Source: an optimization exercise on an open RTL-to-GDS flow (aim: small area and a short achievable clock period). Production flows keep margins and buffers that such runs may drop. RTL that was checked went through simulation tests only; none was proved equivalent to the original. Power figures rest on the tool's default switching activity, not on a simulated workload.

Setup of v51:
==> flow/design.v (excerpt) <==
module tinyalu (
	input  [7:0]  A,
	input  [7:0]  B,
	input  [2:0]  op,
	input         clk,
	input         reset_n,
	input         start,
	output        done,
	output [15:0] result
);
Settings: LEC_CHECK=0, ABC_CLOCK_PERIOD_IN_PS=3000, CAP_MARGIN=20, CORE_MARGIN=2, CORE_UTILIZATION=40, CTS_BUF_LIST=sky130_fd_sc_hd__clkbuf_8, SETUP_SLACK_MARGIN=1.2, SLEW_MARGIN=20; clock period 4.2 ns.
run.sh (not shown) runs the stock make flow with config.mk's settings and CLKGATE_MAP_FILE= SYNTH_SCRIPT=/design/flow/synth_recipe.tcl, a recipe that flattens the netlist after the stock synthesis.
v51: all stages complete, timing, DRC and antenna checks passed
#### Input delta (v10 over v51)
Settings: a change of SETUP_SLACK_MARGIN from 1.2 to 1.7; a change of ABC_CLOCK_PERIOD_IN_PS from 3000 to 2000.
==> flow/flow/run.sh (new file) <==
#!/bin/bash
# Standard layout, except: ports buffered with buf_1, and full adders left to ABC
# (no extract_fa into sky130 fa/ha cells).
export BUFFER_PORTS_ARGS="-buffer_cell sky130_fd_sc_hd__buf_1"
export ADDER_MAP_FILE=
bash standard.sh > standard.log 2>&1
==> flow/standard.sh (new file) <==
#!/bin/bash
# synth_recipe.tcl (not shown) runs the flow's synth.tcl, then flattens the netlist and writes it again
# the make line also repeats each setting of config.mk as NAME=value (left out here)
make -C /OpenROAD-flow-scripts/flow DESIGN_CONFIG=/design/flow/config.mk WORK_HOME=/design/flow/orfs CLKGATE_MAP_FILE= SYNTH_SCRIPT=/design/flow/synth_recipe.tcl "${@:-finish}"
removed: flow/run.sh
### Flow results
v10 vs. v51: routed length per instance lost about 0.9%; layout inverter count without the clock tree moved down; worst-case clock skew shows no meaningful change; proportion of power drawn by the clock network went down by 8.5 points; remaining global-route overflow flat.
v51 → v10: slack of the worst reg-to-reg path went up 0.57 ns; number of distinct library cell variants in the gate-level netlist after synthesis shows a reduction of 8.3%; synthesized instance count climbed 26%.
For the cell count, v10 came in 133 higher than v51 did.
Relative to v10, the following input files were edited for v47:
Settings: ABC_CLOCK_PERIOD_IN_PS removed (was 2000); SETUP_SLACK_MARGIN removed (was 1.7); CTS_BUF_LIST removed (was sky130_fd_sc_hd__clkbuf_8).
==> flow/run.sh (new file) <==
#!/bin/bash
# synth_recipe.tcl (not shown) runs the flow's synth.tcl, then flattens the netlist and writes it again
# the make line also repeats each setting of config.mk as NAME=value (left out here)
make -C /OpenROAD-flow-scripts/flow DESIGN_CONFIG=/design/flow/config.mk WORK_HOME=/design/flow/orfs CLKGATE_MAP_FILE= SYNTH_SCRIPT=/design/flow/synth_recipe.tcl finish
removed: flow/flow/run.sh
removed: flow/standard.sh
Notes after the runs:
v47 against v10; synthesized cell count is down by more than 10%. In v47 relative to v10, die area had gone down by a few percent. Delta (v47 minus v10): global-route usage fell 1.4 points, buffer and inverter count on the worst path rose 2, half-perimeter wire length after placement fell 4.6%. Comparing v10 and v47, largest stage delay on the critical path is lower on v10.
Setup changes, v47 to v16
Settings: ABC_CLOCK_PERIOD_IN_PS newly set to 4000; SETUP_SLACK_MARGIN newly set to 1.2.
Findings:
v16 reached the end of the flow, and the finished layout is clean on the timing, design-rule and antenna checks. Final design instance area without fill of v16 exceeds that of v47 by a few percent. v16 -> v47: horizontal die dimension delta 0, exact match. Power density of the placed cells, v16 vs v47: up by a few percent. Taking v47 as the reference point, the global-route wire length before repair of v16 rises by 3.8%. Status: hold slack parity (v47, v16). Total power for v16: about 8% up relative to v47.
Function was not checked in any run of this note: the RTL went through the layout flow alone.

========
tinyalu, a different RTL version from the one above (not shown whole).
Size: ~570 cells after synthesis, roughly 39 I/O pins, roughly 5900 sq um of cells after synthesis.
==> flow/config.mk <==
export PLATFORM = sky130hd
export DESIGN_NAME = tinyalu
export DESIGN_NICKNAME = tinyalu
export VERILOG_FILES = /design/flow/design.v
export SDC_FILE = /design/flow/constraint.sdc
export NUM_CORES = 4
export LEC_CHECK = 0
export CAP_MARGIN = 20
export CORE_MARGIN = 2
export CORE_UTILIZATION = 40
export CTS_BUF_LIST = sky130_fd_sc_hd__clkbuf_8
export SETUP_SLACK_MARGIN = 1.5
export SLEW_MARGIN = 20
export SYNTH_HIERARCHICAL = 1
==> flow/constraint.sdc <==
create_clock -name core_clock -period 4.2 [get_ports {clk}]
set_input_delay 0.8400 -clock core_clock [delete_from_list [all_inputs] [get_ports {clk}]]
set_output_delay 0.8400 -clock core_clock [all_outputs]
set_load 0.01 [all_outputs]
standard.sh (not shown) runs the stock make flow with config.mk's settings and CLKGATE_MAP_FILE= SYNTH_SCRIPT=/design/flow/synth_recipe.tcl, a recipe that flattens the netlist after the stock synthesis.
==> flow/flow/run.sh <==
#!/bin/bash
# Standard layout, except: ports buffered with buf_1, and full adders left to ABC
# (no extract_fa into sky130 fa/ha cells).
export BUFFER_PORTS_ARGS="-buffer_cell sky130_fd_sc_hd__buf_1"
export ADDER_MAP_FILE=
bash standard.sh > standard.log 2>&1
The starting point completed without violations.
Change:
==> flow/flow/run.sh (replaced) <==
#!/bin/bash
# Layout flow: the standard flow (standard.sh, ORFS) with these changes only:
#  - the ports are buffered with sky130_fd_sc_hd__buf_1 (BUFFER_PORTS_ARGS);
#  - synthesis does not extract full/half adders into fa/ha cells (ADDER_MAP_FILE
#    empty), so ABC maps the adders;
#  - ABC maps module alu_add with ORFS's speed script and the rest of the design
#    with flow/abc_area_d.script (delay-oriented mapping with area recovery).
# Synthesis is otherwise the standard flow's own script (synth_recipe.tcl: synth -nofsm -noshare,
# flatten, rename), so the registers are the standard synthesis's.
set -euo pipefail
W=$PWD
F=$W/flow
python3 $F/patch_synth.py "$FLOW_HOME/scripts/synth.tcl" $W/synth_my.tcl > patch.log 2>&1
sed "s#^source \$::env(SCRIPTS_DIR)/synth.tcl#source $W/synth_my.tcl#" synth_recipe.tcl > synth_recipe_my.tcl
grep -q "^source $W/synth_my.tcl" synth_recipe_my.tcl
sed "s#SYNTH_SCRIPT=[^ ]*synth_recipe.tcl#SYNTH_SCRIPT=$W/synth_recipe_my.tcl#" standard.sh > standard_my.sh
grep -q "SYNTH_SCRIPT=$W/synth_recipe_my.tcl" standard_my.sh
export BUFFER_PORTS_ARGS="-buffer_cell sky130_fd_sc_hd__buf_1"
export ADDER_MAP_FILE=
export MY_ABC_SCRIPT=$F/abc_area_d.script
export MY_ABC_SPEED_MODULES=alu_add
# clock tree: CTS with clkbuf_8 and without dummy loads
export CTS_ARGS="-sink_clustering_enable -repair_clock_nets -buf_list sky130_fd_sc_hd__clkbuf_8 -dont_use_dummy_load"
bash standard_my.sh > standard.log 2>&1
==> flow/flow/abc_area_d.script (new file) <==
strash
&get -n
&fraig -x
&put
scorr
dc2
dretime
strash
&get -n
&dch -f
&nf {D}
&put
==> flow/flow/patch_synth.py (new file) <==
#!/usr/bin/env python3
"""Write a copy of ORFS's synth.tcl (argv[1]) to argv[2] in which the ABC mapping
step maps the modules in MY_ABC_SPEED_MODULES with ORFS's own script and the rest
with the script MY_ABC_SCRIPT. Nothing else in synthesis changes."""
import sys
src = open(sys.argv[1]).read()
old = "  log_cmd abc {*}$abc_args\n"
new = """  if { [info exists ::env(MY_ABC_SPEED_MODULES)] } {
    foreach m $::env(MY_ABC_SPEED_MODULES) { log_cmd abc {*}$abc_args $m }
  }
  log_cmd abc {*}[lreplace $abc_args 1 1 $::env(MY_ABC_SCRIPT)]
"""
assert src.count(old) == 1, "abc call not found in synth.tcl"
open(sys.argv[2], "w").write(src.replace(old, new))
SETUP_SLACK_MARGIN = 1.7   (was 1.5)
What happened:
- The new run finished clean
- count of clock-buffer cells in the layout went down by 2
- hold slack stays flat
- via count shrinks by 0.76%
- utilization goes up by 3.8 points
- non-clock buffer count increases by 19
- worst setup slack improves by 120 ps
- area after synthesis decreases by 9.2%
- final area falls by 1.2%
- wire length rose by 0.96%
- total power drops by 8.7%
- combinational power decreases by about 4%
Change:
==> flow/flow/abc_area_d.script (replaced) <==
strash
&get -n
&fraig -x
&put
scorr
dc2
dretime
strash
&get -n
&dch -f
&nf {D}
&put
buffer -c
topo
stime -c
upsize -c {D}
dnsize -c {D}
SETUP_SLACK_MARGIN = 1.65   (was 1.7)
Result: Synthesized area increases by 3.8%. Fmax decreases by 0.71%. First-iteration DRC count decreases by 32%. Setup slack loses 18 ps. Total power stays flat. Register-to-register slack barely changes. Die area increases by 3.6%. Global-route usage decreases by 0.50 points. Cell count decreases by 1.3%. Utilization decreases by 1.6 points.
Change:
--- a/flow/flow/run.sh
+++ b/flow/flow/run.sh
@@ -5,2 +5,3 @@
 #    empty), so ABC maps the adders;
+#  - CTS without dummy loads (CTS_ARGS);
 #  - ABC maps module alu_add with ORFS's speed script and the rest of the design
SETUP_SLACK_MARGIN = 1.55   (was 1.65)
Routed wire length fell slightly. Setup slack hardly moves. Critical path depth stays the same.

## re-timing with driven ports
How much do the figures lean on ideal ports? The routed layouts below were timed once more, with nothing changed but the port constraints.
Step 1, drivers: a clkbuf_16 drives clk and a buf_2 each remaining input, both assumed.
Step 2, shift: input delay + t, output delay - t, t = (earliest + latest rising clock arrival at the registers) / 2. This alone moves slack from input paths to output paths.
a / b / c = no drivers / after step 1 / after step 2; a / b = the first two.
| run | t, ns | slack for setup (ns) | worst setup path after step 2 | worst register clock-pin slew, ns | cell pins on the clock port's net |
|---|---|---|---|---|---|
| v51 | 0.386 | 1.057 / 1.057 / 0.993 | input to register | 0.09 / 0.09 | 1 |
| v10 | 0.394 | 1.234 / 1.231 / 0.837 | input to register | 0.09 / 0.09 | 1 |
| v47 | 0.378 | 0.694 / 0.669 / 0.669 | input to output | 0.07 / 0.07 | 1 |
| v16 | 0.377 | 1.083 / 1.083 / 0.983 | input to register | 0.07 / 0.07 | 1 |
| the first run of note 2 | 0.378 | 1.588 / 1.588 / 1.578 | input to register | 0.09 / 0.09 | 1 |
| the second run of note 2 | 0.374 | 1.704 / 1.677 / 1.448 | input to register | 0.09 / 0.09 | 1 |
| the third run of note 2 | 0.382 | 1.686 / 1.664 / 1.449 | input to register | 0.08 / 0.08 | 1 |
| the fourth run of note 2 | 0.381 | 1.686 / 1.663 / 1.478 | input to register | 0.08 / 0.08 | 1 |
After both steps setup and hold are still met in every run listed. For v10, which loses most, drivers alone change the setup slack by -0.003 ns; drivers and shift together by -0.397 ns.
